What follows belongs to an exercise in optimizing a design on an open flow for small area, a short achievable clock period and few clock cycles; a production flow would make more cautious choices.

==> flow/design.v <==
module sqrt_u32(
        input             clk,
        input             rst_n,
        input             vld_in,
        input      [31:0] x,
        output reg        vld_out,
        output     [15:0] y
    );
    localparam K  = 3;                      
    localparam F  = 1;                      
    localparam G  = 0;                      
    localparam L  = (16 - F - G) / K;       
    localparam XW = 32 - 2 * F;             
    localparam CW = (L > 8) ? 4 : (L > 4) ? 3 : (L > 2) ? 2 : 1;
    reg          busy;
    reg [CW-1:0] cnt;                       
    reg [16:0]   r;                         
    reg [15:0]   q;                         
    reg [XW-1:0] xs;                        
    function [32:0] step(input [32:0] rq, input [1:0] xx);
        reg [18:0] c;
        reg [18:0] d;
        begin
            c = {rq[32:16], xx};
            if (!rq[32])
                d = c - {2'b00, rq[14:0], 2'b01};
            else
                d = c + {2'b00, rq[14:0], 2'b11};
            step = {d[16:0], rq[14:0], ~d[18]};
        end
    endfunction
    reg [32:0] ld;                          
    reg [32:0] it;                          
    reg [32:0] ot;                          
    integer k;
    always @* begin
        ld = 33'd0;
        for (k = 0; k < F; k = k + 1)
            ld = step(ld, x[31-2*k -: 2]);
        it = {r, q};
        for (k = 0; k < K; k = k + 1)
            it = step(it, xs[XW-1-2*k -: 2]);
        ot = {r, q};
        for (k = 0; k < G; k = k + 1)
            ot = step(ot, xs[XW-1-2*k -: 2]);
    end
    assign y = ot[15:0];
    always @(posedge clk or negedge rst_n) begin
        if (!rst_n) begin
            busy    <= 1'b0;
            vld_out <= 1'b0;
        end else begin
            vld_out <= busy && cnt == 0;
            if (!busy)
                busy <= vld_in;
            else if (cnt == 0)
                busy <= 1'b0;
        end
    end
    always @(posedge clk) begin
        if (!busy) begin
            {r, q} <= ld;
            xs     <= x[XW-1:0];
            cnt    <= L - 1;
        end else begin
            {r, q} <= it;
            xs     <= xs << (2 * K);
            cnt    <= cnt - 1'b1;
        end
    end
endmodule
clock: 10.0 ns
lec_check: 0
cap_margin: 20
core_margin: 2
core_utilization: 40
setup_slack_margin: 5
slew_margin: 20
run.sh (not shown) runs the stock make flow with config.mk's settings and CLKGATE_MAP_FILE= SYNTH_SCRIPT=/design/flow/synth_recipe.tcl, a recipe that flattens the netlist after the stock synthesis.
==> next run, changes <==
--- a/flow/design.v
+++ b/flow/design.v
@@ -6,8 +6,8 @@
         output reg        vld_out,
         output     [15:0] y
     );
-    localparam K  = 3;                      
-    localparam F  = 1;                      
+    localparam K  = 4;                      
+    localparam F  = 4;                      
     localparam G  = 0;                      
     localparam L  = (16 - F - G) / K;       
     localparam XW = 32 - 2 * F;             
Hold slack degrades by 0.026 ns.
Die area goes up by 26%.
Synthesized cell count goes up by 35%.
Synthesized area goes up by 27%.
Utilization goes up by 0.52 points.
Global-route usage goes up by 1.3 points.
Non-clock buffer count goes up by 37.
Cell area goes up by 28%.
Final cell count goes up by 32%.
Fmax goes down by 32%.
Clock skew is about the same.
Worst setup slack degrades by 2.5 ns.
No run of this note included a check of the RTL's function; only the layout flow was run.

* * *

sqrt_u32, a different RTL version from the one above (not shown whole).
For scale: roughly 780 cells after synthesis, about 52 I/O pins, roughly 6500 um^2 of cells after synthesis.
==> module sqrt_u32, before the edit <==
module sqrt_u32(
        input             clk,
        input             rst_n,
        input             vld_in,
        input      [31:0] x,
        output reg        vld_out,
        output     [15:0] y
    );
    localparam K  = 4;                      
    localparam F  = 4;                      
    localparam G  = 0;                      
    localparam L  = (16 - F - G) / K;       
    localparam XW = 32 - 2 * F;             
    localparam CW = (L > 1) ? $clog2(L) : 1;
    reg          busy;
    reg [CW-1:0] cnt;                       
    reg [16:0]   r;                         
    reg [15:0]   q;                         
    reg [XW-1:0] xs;                        
    function [32:0] step(input [32:0] rq, input [1:0] xx);
        reg [18:0] c;
        reg [18:0] d;
        begin
            c = {rq[32:16], xx};
            if (!rq[32])
                d = c - {2'b00, rq[14:0], 2'b01};
            else
                d = c + {2'b00, rq[14:0], 2'b11};
            step = {d[16:0], rq[14:0], ~d[18]};
        end
    endfunction
    reg [32:0] ld;                          
    reg [32:0] it;                          
    reg [32:0] ot;                          
    integer k;
    always @* begin
        ld = 33'd0;
        for (k = 0; k < F; k = k + 1)
            ld = step(ld, x[31-2*k -: 2]);
        it = {r, q};
        for (k = 0; k < K; k = k + 1)
            it = step(it, xs[XW-1-2*k -: 2]);
        ot = {r, q};
        for (k = 0; k < G; k = k + 1)
            ot = step(ot, xs[XW-1-2*k -: 2]);
    end
    assign y = ot[15:0];
    always @(posedge clk or negedge rst_n) begin
        if (!rst_n) begin
            busy    <= 1'b0;
            vld_out <= 1'b0;
        end else begin
            vld_out <= busy && cnt == 0;
            if (!busy)
                busy <= vld_in;
            else if (cnt == 0)
                busy <= 1'b0;
        end
    end
    always @(posedge clk) begin
        if (!busy) begin
            {r, q} <= ld;
            xs     <= x[XW-1:0];
            cnt    <= L - 1;
        end else begin
            {r, q} <= it;
            xs     <= xs << (2 * K);
            cnt    <= cnt - 1'b1;
        end
    end
endmodule
Settings: LEC_CHECK=0, CAP_MARGIN=20, CORE_MARGIN=2, CORE_UTILIZATION=40, SLEW_MARGIN=20; clock period 10.0 ns.
Then changed:
--- a/flow/design.v
+++ b/flow/design.v
@@ -4,12 +4,12 @@
         input             vld_in,
         input      [31:0] x,
         output reg        vld_out,
         output     [15:0] y
     );
-    localparam K  = 4;                      
-    localparam F  = 4;                      
+    localparam K  = 3;                      
+    localparam F  = 1;                      
     localparam G  = 0;                      
     localparam L  = (16 - F - G) / K;       
     localparam XW = 32 - 2 * F;             
     localparam CW = (L > 1) ? $clog2(L) : 1;
     reg          busy;
- The new run finished clean
- global-route usage went down by 0.83 points
- die area drops by about 20%
- area after synthesis went down by 21%
- worst setup slack gains 2.4 ns
- cell count goes down by 24%
Function was not checked in any run of this note: the RTL went through the layout flow alone.

## afterwards: timing with drivers on the ports
How much do the figures lean on ideal ports? The routed layouts below were timed once more, with nothing changed but the port constraints.
Step 1: set_driving_cell puts a clkbuf_16 on clk and a buf_2 on each other input, an assumption about the parent block.
Step 2 also shifts input and output timing later by t, the mid clock arrival at the registers, as if the neighbouring blocks saw the same clock.
a / b / c = no drivers / after step 1 / after step 2; a / b = the first two.
run | t (ns) | setup WS [ns] | worst setup path at the end | cell pins on the clock port's net
the first run of note 1 | 0.369 | 4.643 / 4.643 / 4.643 | register to register | 1
the second run of note 1 | 0.383 | 2.115 / 2.115 / 2.115 | register to register | 1
the first run of note 2 | 0.364 | 0.823 / 0.823 / 0.823 | register to register | 1
the second run of note 2 | 0.383 | 3.210 / 3.210 / 3.210 | register to register | 1
After both steps every run listed still meets setup and hold.
